This is an optimization exercise on Yosys and OpenROAD, whose aim is small area, a short achievable clock period and few clock cycles per item, not a production implementation. Only simulation tests tie the RTL to the original design; equivalence was not proved. Power and IR drop assume default switching activity.

`flow/design.v`:
```
module booth_multiplier(
    input         clk,
    input         reset_n,
    input         op_start,
    input         op_clear,
    input  [31:0] multiplier,
    input  [31:0] multiplicand,
    output        op_done,
    output [63:0] result
);
  reg       busy, done;
  reg [2:0] cnt;
  wire      idle = !busy && !done;
  wire      fin  = cnt[2];                        
  wire      last = (cnt == 3'd3);         
  reg  [31:0] m_q;           
  reg  [31:0] lo_q;          
  reg  [31:0] s_q, c_q;      
  reg  [7:0]  rs_q, rc_q;    
  reg         cy_q;          
  reg  [3:0]  one_q, two_q, ng_q;   
  function [11:0] enc;
    input [7:0] b;
    input       bm;
    integer i;
    reg [8:0] x;
    begin
      x = {b, bm};
      for (i = 0; i < 4; i = i + 1) begin
        enc[i]         = x[2*i+1] ^ x[2*i];
        enc[4+i]     = (x[2*i+2] & ~x[2*i+1] & ~x[2*i]) | (~x[2*i+2] & x[2*i+1] & x[2*i]);
        enc[8+i]   = x[2*i+2];
      end
    end
  endfunction
  wire [11:0] enc_next = busy ? enc(lo_q[15:8], lo_q[7]) : enc(multiplier[7:0], 1'b0);
  wire [32:0] mg0 = ({33{one_q[0]}} & {m_q[31], m_q}) | ({33{two_q[0]}} & {m_q, 1'b0});
  wire [32:0] pp0 = mg0 ^ {33{ng_q[0]}};
  wire [32:0] e0 = {~pp0[32], pp0[31:0]};
  wire [32:0] mg1 = ({33{one_q[1]}} & {m_q[31], m_q}) | ({33{two_q[1]}} & {m_q, 1'b0});
  wire [32:0] pp1 = mg1 ^ {33{ng_q[1]}};
  wire [32:0] e1 = {~pp1[32], pp1[31:0]};
  wire [32:0] mg2 = ({33{one_q[2]}} & {m_q[31], m_q}) | ({33{two_q[2]}} & {m_q, 1'b0});
  wire [32:0] pp2 = mg2 ^ {33{ng_q[2]}};
  wire [32:0] e2 = {~pp2[32], pp2[31:0]};
  wire [32:0] mg3 = ({33{one_q[3]}} & {m_q[31], m_q}) | ({33{two_q[3]}} & {m_q, 1'b0});
  wire [32:0] pp3 = mg3 ^ {33{ng_q[3]}};
  wire [32:0] e3 = {~pp3[32], pp3[31:0]};
  wire fs1;
  wire fc2;
  wire hs3;
  wire hc4;
  wire hs5;
  wire hc6;
  wire fs7;
  wire fc8;
  wire fs9;
  wire fc10;
  wire hs11;
  wire hc12;
  wire hs13;
  wire hc14;
  wire fs15;
  wire fc16;
  wire fs17;
  wire fc18;
  wire fs19;
  wire fc20;
  wire fs21;
  wire fc22;
  wire hs23;
  wire hc24;
  wire fs25;
  wire fc26;
  wire hs27;
  wire hc28;
  wire fs29;
  wire fc30;
  wire fs31;
  wire fc32;
  wire fs33;
  wire fc34;
  wire fs35;
  wire fc36;
  wire fs37;
  wire fc38;
  wire fs39;
  wire fc40;
  wire fs41;
  wire fc42;
  wire hs43;
  wire hc44;
  wire hs45;
  wire hc46;
  wire fs47;
  wire fc48;
  wire fs49;
  wire fc50;
  wire fs51;
  wire fc52;
  wire fs53;
  wire fc54;
  wire fs55;
  wire fc56;
  wire fs57;
  wire fc58;
  wire fs59;
  wire fc60;
  wire fs61;
  wire fc62;
  wire fs63;
  wire fc64;
  wire fs65;
  wire fc66;
  wire fs67;
  wire fc68;
  wire fs69;
  wire fc70;
  wire fs71;
  wire fc72;
  wire fs73;
  wire fc74;
  wire hs75;
  wire hc76;
  wire fs77;
  wire fc78;
  wire fs79;
  wire fc80;
  wire fs81;
  wire fc82;
  wire fs83;
  wire fc84;
  wire fs85;
  wire fc86;
  wire fs87;
  wire fc88;
  wire fs89;
  wire fc90;
  wire fs91;
  wire fc92;
  wire fs93;
  wire fc94;
  wire hs95;
  wire hc96;
  wire fs97;
  wire fc98;
  wire fs99;
  wire fc100;
  wire fs101;
  wire fc102;
  wire fs103;
  wire fc104;
  wire fs105;
  wire fc106;
  wire fs107;
  wire fc108;
  wire fs109;
  wire fc110;
  wire fs111;
  wire fc112;
  wire fs113;
  wire fc114;
  wire hs115;
  wire hc116;
  wire fs117;
  wire fc118;
  wire fs119;
  wire fc120;
  wire fs121;
  wire fc122;
  wire fs123;
  wire fc124;
  wire fs125;
  wire fc126;
  wire fs127;
  wire fc128;
  wire fs129;
  wire fc130;
  wire fs131;
  wire fc132;
  wire fs133;
  wire fc134;
  wire hs135;
  wire hc136;
  wire fs137;
  wire fc138;
  wire fs139;
  wire fc140;
  wire fs141;
  wire fc142;
  wire fs143;
  wire fc144;
  wire fs145;
  wire fc146;
  wire fs147;
  wire fc148;
  wire fs149;
  wire fc150;
  wire fs151;
  wire fc152;
  wire fs153;
  wire fc154;
  wire hs155;
  wire hc156;
  wire fs157;
  wire fc158;
  wire fs159;
  wire fc160;
  wire fs161;
  wire fc162;
  wire fs163;
  wire fc164;
  wire fs165;
  wire fc166;
  wire fs167;
  wire fc168;
  wire fs169;
  wire fc170;
  wire fs171;
  wire fc172;
  wire fs173;
  wire fc174;
  wire hs175;
  wire hc176;
  wire fs177;
  wire fc178;
  wire fs179;
  wire fc180;
  wire fs181;
  wire fc182;
  wire fs183;
  wire fc184;
  wire fs185;
  wire fc186;
  wire fs187;
  wire fc188;
  wire fs189;
  wire fc190;
  wire fs191;
  wire fc192;
  wire fs193;
  wire fc194;
  wire hs195;
  wire hc196;
  wire fs197;
  wire fc198;
  wire fs199;
  wire fc200;
  wire fs201;
  wire fc202;
  wire fs203;
  wire fc204;
  wire fs205;
  wire fc206;
  wire fs207;
  wire fc208;
  wire fs209;
  wire fc210;
  wire fs211;
  wire fc212;
  wire fs213;
  wire fc214;
  wire hs215;
  wire hc216;
  wire fs217;
  wire fc218;
  wire fs219;
  wire fc220;
  wire fs221;
  wire fc222;
  wire fs223;
  wire fc224;
  wire fs225;
  wire fc226;
  wire fs227;
  wire fc228;
  wire fs229;
  wire fc230;
  wire fs231;
  wire fc232;
  wire fs233;
  wire fc234;
  wire hs235;
  wire hc236;
  wire fs237;
  wire fc238;
  wire fs239;
  wire fc240;
  wire fs241;
  wire fc242;
  wire fs243;
  wire fc244;
  wire fs245;
  wire fc246;
  wire fs247;
  wire fc248;
  wire fs249;
  wire fc250;
  wire fs251;
  wire fc252;
  wire fs253;
  wire fc254;
  wire hs255;
  wire hc256;
  wire fs257;
  wire fc258;
  wire fs259;
  wire fc260;
  wire fs261;
  wire fc262;
  wire fs263;
  wire fc264;
  wire fs265;
  wire fc266;
  wire fs267;
  wire fc268;
  wire fs269;
  wire fc270;
  wire fs271;
  wire fc272;
  wire fs273;
  wire fc274;
  wire hs275;
  wire hc276;
  wire fs277;
  wire fc278;
  wire fs279;
  wire fc280;
  wire fs281;
  wire fc282;
  wire fs283;
  wire fc284;
  wire fs285;
  wire fc286;
  wire fs287;
  wire fc288;
  wire fs289;
  wire fc290;
  wire fs291;
  wire fc292;
  wire fs293;
  wire fc294;
  wire fs295;
  wire fc296;
  wire hs297;
  wire hc298;
  wire fs299;
  wire fc300;
  wire fs301;
  wire fc302;
  wire fs303;
  wire fc304;
  wire fs305;
  wire fc306;
  wire fs307;
  wire fc308;
  wire fs309;
  wire fc310;
  wire hs311;
  wire hc312;
  wire hs313;
  wire hc314;
  wire fs315;
  wire fc316;
  wire fs317;
  wire fc318;
  wire hs319;
  wire hc320;
  wire hs321;
  wire hc322;
  wire fs323;
  wire fc324;
  mul_fa u_fs1 (.a(c_q[0]), .b(ng_q[0]), .ci(s_q[0]), .s(fs1), .co(fc2));
  mul_ha u_hs3 (.a(c_q[1]), .b(s_q[1]), .s(hs3), .c(hc4));
  mul_ha u_hs5 (.a(hs3), .b(fc2), .s(hs5), .c(hc6));
  mul_fa u_fs7 (.a(c_q[2]), .b(ng_q[1]), .ci(s_q[2]), .s(fs7), .co(fc8));
  mul_fa u_fs9 (.a(hc4), .b(fs7), .ci(e0[2]), .s(fs9), .co(fc10));
  mul_ha u_hs11 (.a(e1[0]), .b(hc6), .s(hs11), .c(hc12));
  mul_ha u_hs13 (.a(c_q[3]), .b(s_q[3]), .s(hs13), .c(hc14));
  mul_fa u_fs15 (.a(hs13), .b(fc8), .ci(e0[3]), .s(fs15), .co(fc16));
  mul_fa u_fs17 (.a(e1[1]), .b(hc12), .ci(fc10), .s(fs17), .co(fc18));
  mul_fa u_fs19 (.a(c_q[4]), .b(ng_q[2]), .ci(s_q[4]), .s(fs19), .co(fc20));
  mul_fa u_fs21 (.a(hc14), .b(fs19), .ci(e0[4]), .s(fs21), .co(fc22));
  mul_ha u_hs23 (.a(e1[2]), .b(e2[0]), .s(hs23), .c(hc24));
  mul_fa u_fs25 (.a(hs23), .b(fc16), .ci(fs21), .s(fs25), .co(fc26));
  mul_ha u_hs27 (.a(c_q[5]), .b(s_q[5]), .s(hs27), .c(hc28));
  mul_fa u_fs29 (.a(hs27), .b(fc20), .ci(e0[5]), .s(fs29), .co(fc30));
  mul_fa u_fs31 (.a(e1[3]), .b(e2[1]), .ci(hc24), .s(fs31), .co(fc32));
  mul_fa u_fs33 (.a(fc22), .b(fs29), .ci(fs31), .s(fs33), .co(fc34));
  mul_fa u_fs35 (.a(c_q[6]), .b(ng_q[3]), .ci(s_q[6]), .s(fs35), .co(fc36));
  mul_fa u_fs37 (.a(hc28), .b(fs35), .ci(e0[6]), .s(fs37), .co(fc38));
  mul_fa u_fs39 (.a(e1[4]), .b(e2[2]), .ci(e3[0]), .s(fs39), .co(fc40));
  mul_fa u_fs41 (.a(fc30), .b(fs37), .ci(fs39), .s(fs41), .co(fc42));
  mul_ha u_hs43 (.a(fc32), .b(fs41), .s(hs43), .c(hc44));
  mul_ha u_hs45 (.a(c_q[7]), .b(s_q[7]), .s(hs45), .c(hc46));
  mul_fa u_fs47 (.a(hs45), .b(fc36), .ci(e0[7]), .s(fs47), .co(fc48));
  mul_fa u_fs49 (.a(e1[5]), .b(e2[3]), .ci(e3[1]), .s(fs49), .co(fc50));
  mul_fa u_fs51 (.a(fc38), .b(fc40), .ci(fs47), .s(fs51), .co(fc52));
  mul_fa u_fs53 (.a(fs49), .b(fc42), .ci(fs51), .s(fs53), .co(fc54));
  mul_fa u_fs55 (.a(c_q[8]), .b(s_q[8]), .ci(hc46), .s(fs55), .co(fc56));
  mul_fa u_fs57 (.a(last), .b(e0[8]), .ci(e1[6]), .s(fs57), .co(fc58));
  mul_fa u_fs59 (.a(e2[4]), .b(e3[2]), .ci(fs55), .s(fs59), .co(fc60));
  mul_fa u_fs61 (.a(fc48), .b(fc50), .ci(fs57), .s(fs61), .co(fc62));
  mul_fa u_fs63 (.a(fs59), .b(fc52), .ci(fs61), .s(fs63), .co(fc64));
  mul_fa u_fs65 (.a(c_q[9]), .b(s_q[9]), .ci(last), .s(fs65), .co(fc66));
  mul_fa u_fs67 (.a(e0[9]), .b(e1[7]), .ci(e2[5]), .s(fs67), .co(fc68));
  mul_fa u_fs69 (.a(e3[3]), .b(fc56), .ci(fs65), .s(fs69), .co(fc70));
  mul_fa u_fs71 (.a(fc58), .b(fs67), .ci(fc60), .s(fs71), .co(fc72));
  mul_fa u_fs73 (.a(fs69), .b(fc62), .ci(fs71), .s(fs73), .co(fc74));
  mul_ha u_hs75 (.a(c_q[10]), .b(s_q[10]), .s(hs75), .c(hc76));
  mul_fa u_fs77 (.a(hs75), .b(e0[10]), .ci(e1[8]), .s(fs77), .co(fc78));
  mul_fa u_fs79 (.a(e2[6]), .b(e3[4]), .ci(fc66), .s(fs79), .co(fc80));
  mul_fa u_fs81 (.a(fc68), .b(fs77), .ci(fc70), .s(fs81), .co(fc82));
  mul_fa u_fs83 (.a(fs79), .b(fc72), .ci(fs81), .s(fs83), .co(fc84));
  mul_fa u_fs85 (.a(c_q[11]), .b(s_q[11]), .ci(hc76), .s(fs85), .co(fc86));
  mul_fa u_fs87 (.a(last), .b(e0[11]), .ci(e1[9]), .s(fs87), .co(fc88));
  mul_fa u_fs89 (.a(e2[7]), .b(e3[5]), .ci(fs85), .s(fs89), .co(fc90));
  mul_fa u_fs91 (.a(fc78), .b(fs87), .ci(fc80), .s(fs91), .co(fc92));
  mul_fa u_fs93 (.a(fs89), .b(fc82), .ci(fs91), .s(fs93), .co(fc94));
  mul_ha u_hs95 (.a(c_q[12]), .b(s_q[12]), .s(hs95), .c(hc96));
  mul_fa u_fs97 (.a(hs95), .b(e0[12]), .ci(e1[10]), .s(fs97), .co(fc98));
  mul_fa u_fs99 (.a(e2[8]), .b(e3[6]), .ci(fc86), .s(fs99), .co(fc100));
  mul_fa u_fs101 (.a(fc88), .b(fs97), .ci(fc90), .s(fs101), .co(fc102));
  mul_fa u_fs103 (.a(fs99), .b(fc92), .ci(fs101), .s(fs103), .co(fc104));
  mul_fa u_fs105 (.a(c_q[13]), .b(s_q[13]), .ci(hc96), .s(fs105), .co(fc106));
  mul_fa u_fs107 (.a(last), .b(e0[13]), .ci(e1[11]), .s(fs107), .co(fc108));
  mul_fa u_fs109 (.a(e2[9]), .b(e3[7]), .ci(fs105), .s(fs109), .co(fc110));
  mul_fa u_fs111 (.a(fc98), .b(fs107), .ci(fc100), .s(fs111), .co(fc112));
  mul_fa u_fs113 (.a(fs109), .b(fc102), .ci(fs111), .s(fs113), .co(fc114));
  mul_ha u_hs115 (.a(c_q[14]), .b(s_q[14]), .s(hs115), .c(hc116));
  mul_fa u_fs117 (.a(hs115), .b(e0[14]), .ci(e1[12]), .s(fs117), .co(fc118));
  mul_fa u_fs119 (.a(e2[10]), .b(e3[8]), .ci(fc106), .s(fs119), .co(fc120));
  mul_fa u_fs121 (.a(fc108), .b(fs117), .ci(fc110), .s(fs121), .co(fc122));
  mul_fa u_fs123 (.a(fs119), .b(fc112), .ci(fs121), .s(fs123), .co(fc124));
  mul_fa u_fs125 (.a(c_q[15]), .b(s_q[15]), .ci(hc116), .s(fs125), .co(fc126));
  mul_fa u_fs127 (.a(last), .b(e0[15]), .ci(e1[13]), .s(fs127), .co(fc128));
  mul_fa u_fs129 (.a(e2[11]), .b(e3[9]), .ci(fs125), .s(fs129), .co(fc130));
  mul_fa u_fs131 (.a(fc118), .b(fs127), .ci(fc120), .s(fs131), .co(fc132));
  mul_fa u_fs133 (.a(fs129), .b(fc122), .ci(fs131), .s(fs133), .co(fc134));
  mul_ha u_hs135 (.a(c_q[16]), .b(s_q[16]), .s(hs135), .c(hc136));
  mul_fa u_fs137 (.a(hs135), .b(e0[16]), .ci(e1[14]), .s(fs137), .co(fc138));
  mul_fa u_fs139 (.a(e2[12]), .b(e3[10]), .ci(fc126), .s(fs139), .co(fc140));
  mul_fa u_fs141 (.a(fc128), .b(fs137), .ci(fc130), .s(fs141), .co(fc142));
  mul_fa u_fs143 (.a(fs139), .b(fc132), .ci(fs141), .s(fs143), .co(fc144));
  mul_fa u_fs145 (.a(c_q[17]), .b(s_q[17]), .ci(hc136), .s(fs145), .co(fc146));
  mul_fa u_fs147 (.a(last), .b(e0[17]), .ci(e1[15]), .s(fs147), .co(fc148));
  mul_fa u_fs149 (.a(e2[13]), .b(e3[11]), .ci(fs145), .s(fs149), .co(fc150));
  mul_fa u_fs151 (.a(fc138), .b(fs147), .ci(fc140), .s(fs151), .co(fc152));
  mul_fa u_fs153 (.a(fs149), .b(fc142), .ci(fs151), .s(fs153), .co(fc154));
  mul_ha u_hs155 (.a(c_q[18]), .b(s_q[18]), .s(hs155), .c(hc156));
  mul_fa u_fs157 (.a(hs155), .b(e0[18]), .ci(e1[16]), .s(fs157), .co(fc158));
  mul_fa u_fs159 (.a(e2[14]), .b(e3[12]), .ci(fc146), .s(fs159), .co(fc160));
  mul_fa u_fs161 (.a(fc148), .b(fs157), .ci(fc150), .s(fs161), .co(fc162));
  mul_fa u_fs163 (.a(fs159), .b(fc152), .ci(fs161), .s(fs163), .co(fc164));
  mul_fa u_fs165 (.a(c_q[19]), .b(s_q[19]), .ci(hc156), .s(fs165), .co(fc166));
  mul_fa u_fs167 (.a(last), .b(e0[19]), .ci(e1[17]), .s(fs167), .co(fc168));
  mul_fa u_fs169 (.a(e2[15]), .b(e3[13]), .ci(fs165), .s(fs169), .co(fc170));
  mul_fa u_fs171 (.a(fc158), .b(fs167), .ci(fc160), .s(fs171), .co(fc172));
  mul_fa u_fs173 (.a(fs169), .b(fc162), .ci(fs171), .s(fs173), .co(fc174));
  mul_ha u_hs175 (.a(c_q[20]), .b(s_q[20]), .s(hs175), .c(hc176));
  mul_fa u_fs177 (.a(hs175), .b(e0[20]), .ci(e1[18]), .s(fs177), .co(fc178));
  mul_fa u_fs179 (.a(e2[16]), .b(e3[14]), .ci(fc166), .s(fs179), .co(fc180));
  mul_fa u_fs181 (.a(fc168), .b(fs177), .ci(fc170), .s(fs181), .co(fc182));
  mul_fa u_fs183 (.a(fs179), .b(fc172), .ci(fs181), .s(fs183), .co(fc184));
  mul_fa u_fs185 (.a(c_q[21]), .b(s_q[21]), .ci(hc176), .s(fs185), .co(fc186));
  mul_fa u_fs187 (.a(last), .b(e0[21]), .ci(e1[19]), .s(fs187), .co(fc188));
  mul_fa u_fs189 (.a(e2[17]), .b(e3[15]), .ci(fs185), .s(fs189), .co(fc190));
  mul_fa u_fs191 (.a(fc178), .b(fs187), .ci(fc180), .s(fs191), .co(fc192));
  mul_fa u_fs193 (.a(fs189), .b(fc182), .ci(fs191), .s(fs193), .co(fc194));
  mul_ha u_hs195 (.a(c_q[22]), .b(s_q[22]), .s(hs195), .c(hc196));
  mul_fa u_fs197 (.a(hs195), .b(e0[22]), .ci(e1[20]), .s(fs197), .co(fc198));
  mul_fa u_fs199 (.a(e2[18]), .b(e3[16]), .ci(fc186), .s(fs199), .co(fc200));
  mul_fa u_fs201 (.a(fc188), .b(fs197), .ci(fc190), .s(fs201), .co(fc202));
  mul_fa u_fs203 (.a(fs199), .b(fc192), .ci(fs201), .s(fs203), .co(fc204));
  mul_fa u_fs205 (.a(c_q[23]), .b(s_q[23]), .ci(hc196), .s(fs205), .co(fc206));
  mul_fa u_fs207 (.a(last), .b(e0[23]), .ci(e1[21]), .s(fs207), .co(fc208));
  mul_fa u_fs209 (.a(e2[19]), .b(e3[17]), .ci(fs205), .s(fs209), .co(fc210));
  mul_fa u_fs211 (.a(fc198), .b(fs207), .ci(fc200), .s(fs211), .co(fc212));
  mul_fa u_fs213 (.a(fs209), .b(fc202), .ci(fs211), .s(fs213), .co(fc214));
  mul_ha u_hs215 (.a(c_q[24]), .b(s_q[24]), .s(hs215), .c(hc216));
  mul_fa u_fs217 (.a(hs215), .b(e0[24]), .ci(e1[22]), .s(fs217), .co(fc218));
  mul_fa u_fs219 (.a(e2[20]), .b(e3[18]), .ci(fc206), .s(fs219), .co(fc220));
  mul_fa u_fs221 (.a(fc208), .b(fs217), .ci(fc210), .s(fs221), .co(fc222));
  mul_fa u_fs223 (.a(fs219), .b(fc212), .ci(fs221), .s(fs223), .co(fc224));
  mul_fa u_fs225 (.a(c_q[25]), .b(s_q[25]), .ci(hc216), .s(fs225), .co(fc226));
  mul_fa u_fs227 (.a(last), .b(e0[25]), .ci(e1[23]), .s(fs227), .co(fc228));
  mul_fa u_fs229 (.a(e2[21]), .b(e3[19]), .ci(fs225), .s(fs229), .co(fc230));
  mul_fa u_fs231 (.a(fc218), .b(fs227), .ci(fc220), .s(fs231), .co(fc232));
  mul_fa u_fs233 (.a(fs229), .b(fc222), .ci(fs231), .s(fs233), .co(fc234));
  mul_ha u_hs235 (.a(c_q[26]), .b(s_q[26]), .s(hs235), .c(hc236));
  mul_fa u_fs237 (.a(hs235), .b(e0[26]), .ci(e1[24]), .s(fs237), .co(fc238));
  mul_fa u_fs239 (.a(e2[22]), .b(e3[20]), .ci(fc226), .s(fs239), .co(fc240));
  mul_fa u_fs241 (.a(fc228), .b(fs237), .ci(fc230), .s(fs241), .co(fc242));
  mul_fa u_fs243 (.a(fs239), .b(fc232), .ci(fs241), .s(fs243), .co(fc244));
  mul_fa u_fs245 (.a(c_q[27]), .b(s_q[27]), .ci(hc236), .s(fs245), .co(fc246));
  mul_fa u_fs247 (.a(last), .b(e0[27]), .ci(e1[25]), .s(fs247), .co(fc248));
  mul_fa u_fs249 (.a(e2[23]), .b(e3[21]), .ci(fs245), .s(fs249), .co(fc250));
  mul_fa u_fs251 (.a(fc238), .b(fs247), .ci(fc240), .s(fs251), .co(fc252));
  mul_fa u_fs253 (.a(fs249), .b(fc242), .ci(fs251), .s(fs253), .co(fc254));
  mul_ha u_hs255 (.a(c_q[28]), .b(s_q[28]), .s(hs255), .c(hc256));
  mul_fa u_fs257 (.a(hs255), .b(e0[28]), .ci(e1[26]), .s(fs257), .co(fc258));
  mul_fa u_fs259 (.a(e2[24]), .b(e3[22]), .ci(fc246), .s(fs259), .co(fc260));
  mul_fa u_fs261 (.a(fc248), .b(fs257), .ci(fc250), .s(fs261), .co(fc262));
  mul_fa u_fs263 (.a(fs259), .b(fc252), .ci(fs261), .s(fs263), .co(fc264));
  mul_fa u_fs265 (.a(c_q[29]), .b(s_q[29]), .ci(hc256), .s(fs265), .co(fc266));
  mul_fa u_fs267 (.a(last), .b(e0[29]), .ci(e1[27]), .s(fs267), .co(fc268));
  mul_fa u_fs269 (.a(e2[25]), .b(e3[23]), .ci(fs265), .s(fs269), .co(fc270));
  mul_fa u_fs271 (.a(fc258), .b(fs267), .ci(fc260), .s(fs271), .co(fc272));
  mul_fa u_fs273 (.a(fs269), .b(fc262), .ci(fs271), .s(fs273), .co(fc274));
  mul_ha u_hs275 (.a(c_q[30]), .b(s_q[30]), .s(hs275), .c(hc276));
  mul_fa u_fs277 (.a(hs275), .b(e0[30]), .ci(e1[28]), .s(fs277), .co(fc278));
  mul_fa u_fs279 (.a(e2[26]), .b(e3[24]), .ci(fc266), .s(fs279), .co(fc280));
  mul_fa u_fs281 (.a(fc268), .b(fs277), .ci(fc270), .s(fs281), .co(fc282));
  mul_fa u_fs283 (.a(fs279), .b(fc272), .ci(fs281), .s(fs283), .co(fc284));
  mul_fa u_fs285 (.a(c_q[31]), .b(s_q[31]), .ci(hc276), .s(fs285), .co(fc286));
  mul_fa u_fs287 (.a(last), .b(e0[31]), .ci(e1[29]), .s(fs287), .co(fc288));
  mul_fa u_fs289 (.a(e2[27]), .b(e3[25]), .ci(fs285), .s(fs289), .co(fc290));
  mul_fa u_fs291 (.a(fc278), .b(fs287), .ci(fc280), .s(fs291), .co(fc292));
  mul_fa u_fs293 (.a(fs289), .b(fc282), .ci(fs291), .s(fs293), .co(fc294));
  mul_fa u_fs295 (.a(e0[32]), .b(e1[30]), .ci(e2[28]), .s(fs295), .co(fc296));
  mul_ha u_hs297 (.a(e3[26]), .b(fc286), .s(hs297), .c(hc298));
  mul_fa u_fs299 (.a(hs297), .b(fc288), .ci(fs295), .s(fs299), .co(fc300));
  mul_fa u_fs301 (.a(fc290), .b(fc292), .ci(fs299), .s(fs301), .co(fc302));
  mul_fa u_fs303 (.a(last), .b(e1[31]), .ci(e2[29]), .s(fs303), .co(fc304));
  mul_fa u_fs305 (.a(e3[27]), .b(hc298), .ci(fc296), .s(fs305), .co(fc306));
  mul_fa u_fs307 (.a(fs303), .b(fs305), .ci(fc300), .s(fs307), .co(fc308));
  mul_fa u_fs309 (.a(e1[32]), .b(e2[30]), .ci(e3[28]), .s(fs309), .co(fc310));
  mul_ha u_hs311 (.a(fc304), .b(fs309), .s(hs311), .c(hc312));
  mul_ha u_hs313 (.a(hs311), .b(fc306), .s(hs313), .c(hc314));
  mul_fa u_fs315 (.a(last), .b(e2[31]), .ci(e3[29]), .s(fs315), .co(fc316));
  mul_fa u_fs317 (.a(fc310), .b(fs315), .ci(hc312), .s(fs317), .co(fc318));
  mul_ha u_hs319 (.a(e2[32]), .b(e3[30]), .s(hs319), .c(hc320));
  mul_ha u_hs321 (.a(hs319), .b(fc316), .s(hs321), .c(hc322));
  mul_fa u_fs323 (.a(last), .b(e3[31]), .ci(hc320), .s(fs323), .co(fc324));
  wire [39:0] sn = {last, e3[32], hc322, fc318, hc314, fc308, fc302, fc294, fc284, fc274, fc264, fc254, fc244, fc234, fc224, fc214, fc204, fc194, fc184, fc174, fc164, fc154, fc144, fc134, fc124, fc114, fc104, fc94, fc84, fc74, fc64, fc54, hc44, fc34, fc26, fc18, fs15, fs9, e0[1], e0[0]};
  wire [39:0] cn = {1'b0, fc324, fs323, hs321, fs317, hs313, fs307, fs301, fs293, fs283, fs273, fs263, fs253, fs243, fs233, fs223, fs213, fs203, fs193, fs183, fs173, fs163, fs153, fs143, fs133, fs123, fs113, fs103, fs93, fs83, fs73, fs63, fs53, hs43, fs33, fs25, fs17, hs11, hs5, fs1};
  wire [39:0] ad_sum;
  wire        ad_cy;                     
  mul_add40 u_ad (.a({s_q, rs_q}), .b({c_q, rc_q}), .ci(cy_q), .s(ad_sum), .ct(ad_cy));
  assign op_done = done;
  assign result  = {s_q[31:0], lo_q};
  always @(posedge clk or negedge reset_n) begin
    if (!reset_n) begin
      busy <= 1'b0;
      done <= 1'b0;
    end else if (op_clear) begin
      busy <= 1'b0;
      done <= 1'b0;
    end else if (idle) begin
      busy <= op_start;
    end else if (busy && fin) begin
      busy <= 1'b0;
      done <= 1'b1;
    end
  end
  always @(posedge clk) begin
    cnt <= busy ? cnt + 3'd1 : 3'd0;
    if (!busy)
      m_q <= multiplicand;
    if (idle)
      lo_q <= multiplier;
    else if (busy)
      lo_q <= {ad_sum[7:0], lo_q[31:8]};
    if (idle)
      s_q  <= 0;
    else if (busy)
      s_q  <= fin ? ad_sum[39:8] : sn[39:8];
    c_q  <= busy ? cn[39:8] : 32'd0;
    rs_q <= busy ? sn[7:0] : 8'd0;
    rc_q <= busy ? cn[7:0] : 8'd0;
    cy_q <= busy & ad_cy;
    {ng_q, two_q, one_q} <= enc_next;
  end
endmodule
module mul_fa(input a, input b, input ci, output s, output co);
  assign s  = a ^ b ^ ci;
  assign co = (a & b) | (ci & (a ^ b));
endmodule
module mul_ha(input a, input b, output s, output c);
  assign s = a ^ b;
  assign c = a & b;
endmodule
module mul_add40(input [39:0] a, input [39:0] b, input ci, output [39:0] s, output ct);
  wire [39:0] p = a ^ b;
  wire [39:0] g0 = a & b;
  wire [39:0] g = {g0[39:1], g0[0] | (p[0] & ci)};
  wire gg1 = g[1] | (p[1] & g[0]);
  wire pq2 = p[1] & p[0];
  wire gg3 = g[3] | (p[3] & g[2]);
  wire pq4 = p[3] & p[2];
  wire gg5 = g[5] | (p[5] & g[4]);
  wire pq6 = p[5] & p[4];
  wire gg7 = g[7] | (p[7] & g[6]);
  wire pq8 = p[7] & p[6];
  wire gg9 = g[9] | (p[9] & g[8]);
  wire pq10 = p[9] & p[8];
  wire gg11 = g[11] | (p[11] & g[10]);
  wire pq12 = p[11] & p[10];
  wire gg13 = g[13] | (p[13] & g[12]);
  wire pq14 = p[13] & p[12];
  wire gg15 = g[15] | (p[15] & g[14]);
  wire pq16 = p[15] & p[14];
  wire gg17 = g[17] | (p[17] & g[16]);
  wire pq18 = p[17] & p[16];
  wire gg19 = g[19] | (p[19] & g[18]);
  wire pq20 = p[19] & p[18];
  wire gg21 = g[21] | (p[21] & g[20]);
  wire pq22 = p[21] & p[20];
  wire gg23 = g[23] | (p[23] & g[22]);
  wire pq24 = p[23] & p[22];
  wire gg25 = g[25] | (p[25] & g[24]);
  wire pq26 = p[25] & p[24];
  wire gg27 = g[27] | (p[27] & g[26]);
  wire pq28 = p[27] & p[26];
  wire gg29 = g[29] | (p[29] & g[28]);
  wire pq30 = p[29] & p[28];
  wire gg31 = g[31] | (p[31] & g[30]);
  wire pq32 = p[31] & p[30];
  wire gg33 = g[33] | (p[33] & g[32]);
  wire pq34 = p[33] & p[32];
  wire gg35 = g[35] | (p[35] & g[34]);
  wire pq36 = p[35] & p[34];
  wire gg37 = g[37] | (p[37] & g[36]);
  wire pq38 = p[37] & p[36];
  wire gg39 = g[39] | (p[39] & g[38]);
  wire pq40 = p[39] & p[38];
  wire gg41 = g[2] | (p[2] & gg1);
  wire pq42 = p[2] & pq2;
  wire gg43 = gg3 | (pq4 & gg1);
  wire pq44 = pq4 & pq2;
  wire gg45 = g[6] | (p[6] & gg5);
  wire pq46 = p[6] & pq6;
  wire gg47 = gg7 | (pq8 & gg5);
  wire pq48 = pq8 & pq6;
  wire gg49 = g[10] | (p[10] & gg9);
  wire pq50 = p[10] & pq10;
  wire gg51 = gg11 | (pq12 & gg9);
  wire pq52 = pq12 & pq10;
  wire gg53 = g[14] | (p[14] & gg13);
  wire pq54 = p[14] & pq14;
  wire gg55 = gg15 | (pq16 & gg13);
  wire pq56 = pq16 & pq14;
  wire gg57 = g[18] | (p[18] & gg17);
  wire pq58 = p[18] & pq18;
  wire gg59 = gg19 | (pq20 & gg17);
  wire pq60 = pq20 & pq18;
  wire gg61 = g[22] | (p[22] & gg21);
  wire pq62 = p[22] & pq22;
  wire gg63 = gg23 | (pq24 & gg21);
  wire pq64 = pq24 & pq22;
  wire gg65 = g[26] | (p[26] & gg25);
  wire pq66 = p[26] & pq26;
  wire gg67 = gg27 | (pq28 & gg25);
  wire pq68 = pq28 & pq26;
  wire gg69 = g[30] | (p[30] & gg29);
  wire pq70 = p[30] & pq30;
  wire gg71 = gg31 | (pq32 & gg29);
  wire pq72 = pq32 & pq30;
  wire gg73 = g[34] | (p[34] & gg33);
  wire pq74 = p[34] & pq34;
  wire gg75 = gg35 | (pq36 & gg33);
  wire pq76 = pq36 & pq34;
  wire gg77 = g[38] | (p[38] & gg37);
  wire pq78 = p[38] & pq38;
  wire gg79 = gg39 | (pq40 & gg37);
  wire pq80 = pq40 & pq38;
  wire gg81 = g[4] | (p[4] & gg43);
  wire pq82 = p[4] & pq44;
  wire gg83 = gg5 | (pq6 & gg43);
  wire pq84 = pq6 & pq44;
  wire gg85 = gg45 | (pq46 & gg43);
  wire pq86 = pq46 & pq44;
  wire gg87 = gg47 | (pq48 & gg43);
  wire pq88 = pq48 & pq44;
  wire gg89 = g[12] | (p[12] & gg51);
  wire pq90 = p[12] & pq52;
  wire gg91 = gg13 | (pq14 & gg51);
  wire pq92 = pq14 & pq52;
  wire gg93 = gg53 | (pq54 & gg51);
  wire pq94 = pq54 & pq52;
  wire gg95 = gg55 | (pq56 & gg51);
  wire pq96 = pq56 & pq52;
  wire gg97 = g[20] | (p[20] & gg59);
  wire pq98 = p[20] & pq60;
  wire gg99 = gg21 | (pq22 & gg59);
  wire pq100 = pq22 & pq60;
  wire gg101 = gg61 | (pq62 & gg59);
  wire pq102 = pq62 & pq60;
  wire gg103 = gg63 | (pq64 & gg59);
  wire pq104 = pq64 & pq60;
  wire gg105 = g[28] | (p[28] & gg67);
  wire pq106 = p[28] & pq68;
  wire gg107 = gg29 | (pq30 & gg67);
  wire pq108 = pq30 & pq68;
  wire gg109 = gg69 | (pq70 & gg67);
  wire pq110 = pq70 & pq68;
  wire gg111 = gg71 | (pq72 & gg67);
  wire pq112 = pq72 & pq68;
  wire gg113 = g[36] | (p[36] & gg75);
  wire pq114 = p[36] & pq76;
  wire gg115 = gg37 | (pq38 & gg75);
  wire pq116 = pq38 & pq76;
  wire gg117 = gg77 | (pq78 & gg75);
  wire pq118 = pq78 & pq76;
  wire gg119 = gg79 | (pq80 & gg75);
  wire pq120 = pq80 & pq76;
  wire gg121 = g[8] | (p[8] & gg87);
  wire pq122 = p[8] & pq88;
  wire gg123 = gg9 | (pq10 & gg87);
  wire pq124 = pq10 & pq88;
  wire gg125 = gg49 | (pq50 & gg87);
  wire pq126 = pq50 & pq88;
  wire gg127 = gg51 | (pq52 & gg87);
  wire pq128 = pq52 & pq88;
  wire gg129 = gg89 | (pq90 & gg87);
  wire pq130 = pq90 & pq88;
  wire gg131 = gg91 | (pq92 & gg87);
  wire pq132 = pq92 & pq88;
  wire gg133 = gg93 | (pq94 & gg87);
  wire pq134 = pq94 & pq88;
  wire gg135 = gg95 | (pq96 & gg87);
  wire pq136 = pq96 & pq88;
  wire gg137 = g[24] | (p[24] & gg103);
  wire pq138 = p[24] & pq104;
  wire gg139 = gg25 | (pq26 & gg103);
  wire pq140 = pq26 & pq104;
  wire gg141 = gg65 | (pq66 & gg103);
  wire pq142 = pq66 & pq104;
  wire gg143 = gg67 | (pq68 & gg103);
  wire pq144 = pq68 & pq104;
  wire gg145 = gg105 | (pq106 & gg103);
  wire pq146 = pq106 & pq104;
  wire gg147 = gg107 | (pq108 & gg103);
  wire pq148 = pq108 & pq104;
  wire gg149 = gg109 | (pq110 & gg103);
  wire pq150 = pq110 & pq104;
  wire gg151 = gg111 | (pq112 & gg103);
  wire pq152 = pq112 & pq104;
  wire gg153 = g[16] | (p[16] & gg135);
  wire pq154 = p[16] & pq136;
  wire gg155 = gg17 | (pq18 & gg135);
  wire pq156 = pq18 & pq136;
  wire gg157 = gg57 | (pq58 & gg135);
  wire pq158 = pq58 & pq136;
  wire gg159 = gg59 | (pq60 & gg135);
  wire pq160 = pq60 & pq136;
  wire gg161 = gg97 | (pq98 & gg135);
  wire pq162 = pq98 & pq136;
  wire gg163 = gg99 | (pq100 & gg135);
  wire pq164 = pq100 & pq136;
  wire gg165 = gg101 | (pq102 & gg135);
  wire pq166 = pq102 & pq136;
  wire gg167 = gg103 | (pq104 & gg135);
  wire pq168 = pq104 & pq136;
  wire gg169 = gg137 | (pq138 & gg135);
  wire pq170 = pq138 & pq136;
  wire gg171 = gg139 | (pq140 & gg135);
  wire pq172 = pq140 & pq136;
  wire gg173 = gg141 | (pq142 & gg135);
  wire pq174 = pq142 & pq136;
  wire gg175 = gg143 | (pq144 & gg135);
  wire pq176 = pq144 & pq136;
  wire gg177 = gg145 | (pq146 & gg135);
  wire pq178 = pq146 & pq136;
  wire gg179 = gg147 | (pq148 & gg135);
  wire pq180 = pq148 & pq136;
  wire gg181 = gg149 | (pq150 & gg135);
  wire pq182 = pq150 & pq136;
  wire gg183 = gg151 | (pq152 & gg135);
  wire pq184 = pq152 & pq136;
  wire gg185 = g[32] | (p[32] & gg183);
  wire pq186 = p[32] & pq184;
  wire gg187 = gg33 | (pq34 & gg183);
  wire pq188 = pq34 & pq184;
  wire gg189 = gg73 | (pq74 & gg183);
  wire pq190 = pq74 & pq184;
  wire gg191 = gg75 | (pq76 & gg183);
  wire pq192 = pq76 & pq184;
  wire gg193 = gg113 | (pq114 & gg183);
  wire pq194 = pq114 & pq184;
  wire gg195 = gg115 | (pq116 & gg183);
  wire pq196 = pq116 & pq184;
  wire gg197 = gg117 | (pq118 & gg183);
  wire pq198 = pq118 & pq184;
  wire gg199 = gg119 | (pq120 & gg183);
  wire pq200 = pq120 & pq184;
  assign s = p ^ {gg197, gg195, gg193, gg191, gg189, gg187, gg185, gg183, gg181, gg179, gg177, gg175, gg173, gg171, gg169, gg167, gg165, gg163, gg161, gg159, gg157, gg155, gg153, gg135, gg133, gg131, gg129, gg127, gg125, gg123, gg121, gg87, gg85, gg83, gg81, gg43, gg41, gg1, g[0], ci};
  assign ct = gg87;
endmodule
```
`flow/flow/run.sh`:
```
#!/bin/bash
# Standard layout, except: plain buf_1 cells as the port buffers, and a
# clock tree of clkbuf_4/8 cells under a clkbuf_16 root, without dummy loads.
export BUFFER_PORTS_ARGS="-buffer_cell sky130_fd_sc_hd__buf_1"
export CTS_ARGS="-sink_clustering_enable -repair_clock_nets -dont_use_dummy_load -root_buf sky130_fd_sc_hd__clkbuf_16 -buf_list \"sky130_fd_sc_hd__clkbuf_4 sky130_fd_sc_hd__clkbuf_8\""
export SETUP_REPAIR_SEQUENCE="unbuffer,sizedown,sizeup,swap"
bash standard.sh > standard.log 2>&1
```
`flow/standard.sh`:
```
#!/bin/bash
# synth_recipe.tcl (not shown) runs the flow's synth.tcl, then flattens the netlist and writes it again
# the make line also repeats each setting of config.mk as NAME=value (left out here)
make -C /OpenROAD-flow-scripts/flow DESIGN_CONFIG=/design/flow/config.mk WORK_HOME=/design/flow/orfs CLKGATE_MAP_FILE= SYNTH_SCRIPT=/design/flow/synth_recipe.tcl "${@:-finish}"
```
`flow/config.mk`:
```
export PLATFORM = sky130hd
export DESIGN_NAME = booth_multiplier
export DESIGN_NICKNAME = booth_multiplier
export VERILOG_FILES = /design/flow/design.v
export SDC_FILE = /design/flow/constraint.sdc
export NUM_CORES = 4
export LEC_CHECK = 0
export CAP_MARGIN = 20
export CORE_MARGIN = 2
export CORE_UTILIZATION = 40
export PLACE_DENSITY = 0.6
export SETUP_SLACK_MARGIN = 2.0
export SLEW_MARGIN = 20
export SYNTH_HIERARCHICAL = 1
export SYNTH_MINIMUM_KEEP_SIZE = 0
```
`flow/constraint.sdc`:
```
create_clock -name core_clock -period 5.0 [get_ports {clk}]
set_input_delay 1.0000 -clock core_clock [delete_from_list [all_inputs] [get_ports {clk}]]
set_output_delay 1.0000 -clock core_clock [all_outputs]
set_load 0.01 [all_outputs]
```
==> results.yml, run 1 <==
power_and_ir_drop:
  worst_ir_drop_vdd_mv: 0.226
  p_per_area_nw_per_um2: 525
  p_total_w: 0.00746
  power.leakage_nw: 5.61
cells_and_area:
  drive_gt1_share_pct: 11.2
  n_antenna_cell: 0
  area_delta_synth_final_pct: 7.54
  final_common_cell: "xnor2_1"
  layout.nets: 1481
  final_cell_mix: "147 x xnor2_1, 142 x fa_1, 132 x buf_1, 111 x a22oi_1, 83 x dfxtp_1"
grt:
  grt_pass1_vias: 9182
  grt_overflow: 0
  grt_start_max_net_pins: 100
  grt_usage_pct: 20.4
  antenna_found_initial: 0
  grt_pass1_wl_mm: 53.0
routing:
  drt-total-wl_mm: 33.6
  vias_per_cell: 5.39
  drc: 0
  drt_first_pass_iters: 5
  antenna_left: 0
  vias: 8868
  drt-initial-drc-count: 803
  wire_per_inst_um: 20.4
worst_setup_path:
  end_kind: "flop"
  worstReg2RegEnd: "s_q[7]"
  worstPathMaxFanout: 3
  cpPeakStageDelay_ns: 0.34
  worstReg2RegStart: "cy_q"
  critPathLaunch: "cy_q"
  critPathKind: "reg2reg"
  worst_path_max_delay_cell: "o41ai_2"
  crit_chain: "inv_1 -> fa_2 -> inv_2 -> fa_2 -> a21o_1 -> o21ai_2 -> a32o_2 -> o21bai_1 -> a21o_1 -> a211o_1 -> o41ai_2 -> xnor2_1 -> mux2i_1 -> o21ai_1"
  startpoint_type: "flop"
  r2r_cells: 14
  crit_required_ns: 5.26
  arrival_ns: 3.25
  crit_path_end: "s_q[7]"
  r2r_setup_slack_ns: 2.01
floorplanning:
  core_um2: 32500
  placement_rows: 66
  fp.dieW_um: 186
  die_area_um2: 34500
  ioPinCount: 133
  initial_utilization_pct: 40.6
  fp.dieH_um: 186
logic_synthesis:
  ys_warn_count: 7
  syn-cell-area_um2: 13200
  yosysSeqAreaShare_pct: 29.3
  synth_flop_cell: "dfxtp_1"
  synth-edff-count: 64
  syn_inst: 1127
  synth_cell_type_count: 64
  async_flop_share_pct: 1.24
  synth_seq_cells: 161
  syn_avg_cell_area_um2: 11.7
place:
  post-dp-hpwl_mm: 23.9
  place_congestion: 0.858
  dp_slack_ns: 1.47
  portBuffers: 132
sta:
  max_freq_ghz: 0.334
  worst_pin_slew_ns: 1.02
  max_slew_margin_pct: 32.1
  fin_setup_tns_ns: 0
  hold_ws_ns: 0.411
  drv_slew: 0
  min_period_ns: 2.99
  rsz0062_at_grt: "true"
  setup_violations: 0
  fin_ws_ns: 2.01
  fin_skew_ns: 0.0350
  hold_viol_final: 0
  min_period_over_period_pct: 59.9
worst_hold_path:
  hp-class: "in2async"
clock_tree:
  cts_tree: "built"
  cts_buffers: 17
  clk_path_buf_depth: 2
  cts_max_level: 4
  clk_latency_ns: 0.40
  cts.reportedPaths.clkPinSlew_ns: 0.10
  clkSinkCount: 161
  ctsHoldBuffers: 0
  clockRootBuffer: "clkbuf_16"
run_status:
  status: "complete, no violations"
job:
  cap_violations: 0
-- critical path, delay by kind of cell (launching register included) --
family                   cells  cell delay (ns)
multiplexers                 1             0.16
flip-flops                   1             0.31
buffers and inverters        2             0.10
adder cells (fa/ha/maj)      2             0.52
AO/OA/AOI/OAI                8             1.62
XOR/XNOR                     1             0.14
-- worst min-delay path by stage --
stage          startpoint     end  slack (ns)  cells after the start
2_1_floorplan      cnt[0]  cnt[0]        0.39                      1
4_1_cts           reset_n    done        0.39                      1
3_3_place_gp       cnt[0]  cnt[0]        0.40                      1
6_report          reset_n    done        0.41                      1
3_5_place_dp       cnt[0]  cnt[0]        0.41                      1
5_1_grt           reset_n    done        0.39                      1
-- registers in the layout (all words and copies together) (netlist names), 3 cells and up --
signal  cells
ng_q        4
rs_q        8
m_q        32
one_q       4
rc_q        8
two_q       4
c_q        31
s_q        32
cnt         3
lo_q       32
-- metrics by stage --
stage	instances	instance area [um^2]	util (%)
final	1645	14200	43.6
after global routing	1645	14200	43.6
after CTS	1640	14100	43.2
after detailed placement	1616	13700	42.2
after global placement	1616	13700	42.2
after floorplan	1128	13200	-
-- cells by family (layout without fill, tap and decap cells) --
family	after synthesis	count (layout)	synth area share, %
AOI/OAI and AO/OA	241	241	13.2
xor gates and xnor gates	171	171	11.3
adders and majority gates	208	208	28.0
muxes	66	66	6.16
DFF	161	161	29.3
and+or+nand+nor	156	156	6.35
other	1	2	0.0284
buffers and inverters	123	198	5.61
-- modules after synthesis (local to each module, per instance) --
module | flops+latches | cells inside | area, um^2 | times used
mul_add40 | 0 | 203 | 1630 | 1
booth_multiplier | 161 | 762 | 8510 | 1
mul_fa | 0 | 1 | 20.0 | 138
mul_ha | 0 | 1 | 12.5 | 24
-- power by group --
| part | internal (W) | switching [W] | total, W | leakage (nW) |
|---|---|---|---|---|
| clock | 0.000322 | 0.000458 | 0.000780 | 0.127 |
| sequential | 0.00168 | 0.000428 | 0.00211 | 1.48 |
| combinational | 0.00221 | 0.00236 | 0.00457 | 4.01 |
| total | 0.00421 | 0.00325 | 0.00746 | 5.61 |
-- per-layer routing --
metal / vias to the layer above / track usage [%] / wire, um
met5: - / 0 / 0
met4: 0 / 5.64 / 456
met3: 34 / 3.11 / 1840
met2: 275 / 33.1 / 16300
met1: 4489 / 28.3 / 15000
li1: 4070 / - / -
-- final cells by class --
cell class                      instances  area [um^2]
Clock buffer                           17          245
Inverter                               22         83.8
Sequential cell                       161         3910
Tap cell                              442          553
Multi-Input combinational cell        844         8670
Fill cell                            3126        18300
Timing Repair Buffer                  159          738
-- synth_stat cells, drive strengths merged, types with 24 or more instances --
cell	instances	area, um^2
ha	63	788
fa	145	2900
nand2	29	111
a22oi	124	996
nand3	33	165
xnor2	147	1290
dfxtp	95	1900
and2	50	313
mux2i	31	310
xor2	24	210
a21oi	28	144
o21ai	50	258
edfxtp	64	1920
mux2	35	503
buf	90	612
-- what timing repair did --
item / CTS / global route
buffers inserted: 7 / 5
setup endpoints to repair: 59 / 46
pin swaps: 6 / 9
resized for setup: 13 / 28
Testbench counts, summed over its fixed seeds: cycles 11,192, items 1,600.
==> run 2: changes to the inputs <==
==> flow/flow/run.sh (replaced) <==
#!/bin/bash
# Standard layout, except: plain buf_1 cells as the port buffers, and a clock
# tree of clkbuf_8 clusters of up to 24 flip-flops under a clkbuf_16 root,
# without dummy loads.
export BUFFER_PORTS_ARGS="-buffer_cell sky130_fd_sc_hd__buf_1"
export CTS_ARGS="-sink_clustering_enable -sink_clustering_size 24 -repair_clock_nets -dont_use_dummy_load -root_buf sky130_fd_sc_hd__clkbuf_16 -buf_list \"sky130_fd_sc_hd__clkbuf_8\""
bash standard.sh > standard.log 2>&1
--- a/flow/config.mk
+++ b/flow/config.mk
@@ -8,7 +8,7 @@
 export CAP_MARGIN = 20
 export CORE_MARGIN = 2
 export CORE_UTILIZATION = 40
-export PLACE_DENSITY = 0.6
+export PLACE_DENSITY = 0.75
 export SETUP_SLACK_MARGIN = 2.0
 export SLEW_MARGIN = 20
 export SYNTH_HIERARCHICAL = 1
==> results.yml, run 2 <==
logic_synthesis:
  synthAdderAreaFrac_pct: 28.0
  synth_flop_cell: "dfxtp_1"
  synth_most_common_cell: "xnor2_1"
  syn-cell-area_um2: 13200
  syn_avg_cell_area_um2: 11.7
  synth_seq_cells: 161
  ys_warn_count: 7
  synth_compound_area_share_pct: 13.2
  synth.mux.area_fraction_pct: 6.16
  syn_inst: 1127
  synth_top_cell_area_share_pct: 22.0
  ys_top_cells_by_count: "147 x xnor2_1, 145 x fa_1, 111 x a22oi_1, 95 x dfxtp_1, 64 x edfxtp_1"
  synth_area_leaders: "fa_1 22%, edfxtp_1 15%, dfxtp_1 14%"
  synth-edff-count: 64
  synth_xor_area_share_pct: 11.3
  async_flop_share_pct: 1.24
  synth_top_family_by_area: "adder cells"
  synth_cell_type_count: 64
  yosysTopAreaCell: "fa_1"
  yosys.area_share.simple_pct: 6.35
  yosysSeqAreaShare_pct: 29.3
worst_setup_path:
  path_buf_inv: 0
  cpPeakStageDelay_ns: 0.58
  crit_chain: "ha_1 -> a21oi_1 -> o21ai_0 -> a21oi_2 -> o21ai_0 -> a21o_2 -> fa_2 -> mux2i_1 -> o21ai_0"
  worst_path_max_delay_cell: "o21ai_0"
  end_kind: "flop"
  startpoint_type: "flop"
  worstPathMaxFanout: 4
  cp_common_cell: "o21ai_0"
  critPathKind: "reg2reg"
  cp_top_family: "compound AO/OA/AOI/OAI gates"
  arrival_ns: 3.19
  crit_required_ns: 5.25
clock_tree:
  clk_latency_ns: 0.40
  cts_max_level: 4
  clk_path_buf_depth: 2
  clockRootBuffer: "clkbuf_16"
  cts_tree: "built"
  cts.reportedPaths.clkPinSlew_ns: 0.07
  cts_buffers: 17
  clkSinkCount: 161
cells_and_area:
  final_common_cell: "xnor2_1"
  area_delta_synth_final_pct: 7.67
  largestRegisters: "lo_q x32, m_q x32, s_q x32"
  layout.nets: 1482
  final_cell_mix: "147 x xnor2_1, 142 x fa_1, 132 x buf_1, 111 x a22oi_1, 81 x dfxtp_1"
  drive_gt1_share_pct: 11.5
  n_antenna_cell: 0
floorplanning:
  core_um2: 32500
  placement_rows: 66
  ioPinCount: 133
  initial_utilization_pct: 40.6
  die_area_um2: 34500
  fp.dieH_um: 186
  fp.dieW_um: 186
place:
  post-dp-hpwl_mm: 24.2
  place_congestion: 0.901
  portBuffers: 132
routing:
  antenna_left: 0
  vias: 9068
  wire_per_inst_um: 20.2
  drt-initial-drc-count: 787
  drc: 0
  vias_per_cell: 5.51
  drt_first_pass_iters: 5
  drt-total-wl_mm: 33.3
run_status:
  status: "complete, no violations"
power_and_ir_drop:
  p_int_w: 0.00424
  pwr-share-seq_pct: 27.7
  clockPowerShare_pct: 10.0
  swShare_pct: 43.7
  p_switching_w: 0.00329
  pwr-share-comb_pct: 62.3
  p_per_area_nw_per_um2: 530
  worst_ir_drop_vdd_mv: 0.228
  power.leakage_nw: 5.62
sta:
  max_slew_margin_pct: 50.3
  setup_violations: 0
  hold_viol_final: 0
  fin_skew_ns: 0.0357
  drv_slew: 0
  worst_pin_slew_ns: 0.745
  rsz0062_at_grt: "true"
  max_freq_ghz: 0.340
  min_period_ns: 2.94
  fin_setup_tns_ns: 0
  min_period_over_period_pct: 58.8
  hold_ws_ns: 0.393
grt:
  grt_start_max_net_pins: 71
  grt_usage_pct: 19.9
  grt_pass1_vias: 9599
  grt_overflow: 0
  antenna_found_initial: 0
  grt_pass1_wl_mm: 52.0
job:
  cap_violations: 0
worst_hold_path:
  hp-class: "in2async"
run 2: cell types whose count changed in the layout (fill, tap and decap cells not counted), sizes merged:
cell  change
buf       +1
run 2: worst paths after layout:
kind / from / endpoint / slack, ns / depth (start not counted)
max: s_q[9] / s_q[24] / 2.06 / 9
min: reset_n / busy / 0.39 / 1
max reg2reg: s_q[9] / s_q[24] / 2.06 / 9
min reg2reg: cnt[0] / cnt[0] / 0.42 / 1
max in group asynchronous: reset_n / busy / 4.47 / 1
min in group core_clock: cnt[0] / cnt[0] / 0.42 / 1
run 2: kinds of logic after synthesis:
family          after synthesis
buf+inv                     123
other cells                   1
fa+ha+maj                   208
mux                          66
flops                       161
xor+xnor                    171
compound gates              241
simple gates                156
run 2: repair_timing:
| item | CTS | global route |
|---|---|---|
| setup buffers | 5 | 8 |
| setup endpoints to repair | 62 | 39 |
| gates resized for setup | 13 | 33 |
| pin swaps | 2 | 8 |
| hold buffers | 0 | 0 |
run 2: power by group through the flow:
stage,Clock (W),Combinational [W],Sequential (W)
after global routing,0.000829,0.00532,0.00213
after floorplan,0,0.00339,0.00195
after detailed placement,0,0.00462,0.00211
final,0.000753,0.00469,0.00209
after CTS,0.000778,0.00467,0.00209
after global placement,0,0.00442,0.00211
run 2: layer usage:
layer	routed length [um]	GRT usage, %	vias to the layer above
met5	0	0	-
met1	14000	25.7	4563
met2	16100	32.4	354
met3	2110	4.38	75
met4	1100	8.28	0
li1	-	-	4076
run 2: cell type report:
type                       count  area [um^2]
fill                        3092        18300
multi-input combinational    844         8680
sequential                   161         3910
timing repair buffer         160          744
tap                          442          553
clock buffer                  17          245
inverter                      22         83.8
run 2: Yosys stat by module (local to each module, per instance):
module	flops+latches	area [um^2]	copies in the design
booth_multiplier	161	8510	1
mul_add40	0	1630	1
mul_fa	0	20.0	138
mul_ha	0	12.5	24
run 2: through the flow:
stage / utilization, % / cells / setup slack [ns] / cell area (um^2) / total power [W]
floorplan: - / 1128 / 2.09 / 13200 / 0.00534
global placement: 42.2 / 1615 / 1.52 / 13700 / 0.00654
detailed placement: 42.2 / 1616 / 1.53 / 13700 / 0.00673
CTS: 43.2 / 1638 / 2.02 / 14100 / 0.00753
global route: 43.7 / 1646 / 1.91 / 14200 / 0.00828
finish: 43.7 / 1646 / 2.06 / 14200 / 0.00753

[what the ideal ports hide]
How much do the figures lean on ideal ports? The routed layouts below were timed once more, with nothing changed but the port constraints. Step 1 sets driving cells, clkbuf_16 on the clock port and buf_2 on the other inputs (assumed; they add their load-dependent delay and slew). Step 2 adds t to the input delays and takes it off the output delays; t is the mean of the earliest and latest rising clock arrival at the registers after step 1. Input paths then give back, and output paths get back, about the clock's delay inside the block. a / b / c = no drivers / after step 1 / after step 2; a / b = the first two.
run | t (ns) | setup WS [ns] | clock arrival spread, ns | worst register clock-pin slew, ns
run 1 | 0.431 | 2.007 / 2.007 / 2.007 | 0.035 / 0.035 | 0.10 / 0.10
run 2 | 0.433 | 2.062 / 2.062 / 2.062 | 0.036 / 0.036 | 0.10 / 0.10
After both steps every run listed still meets setup and hold.
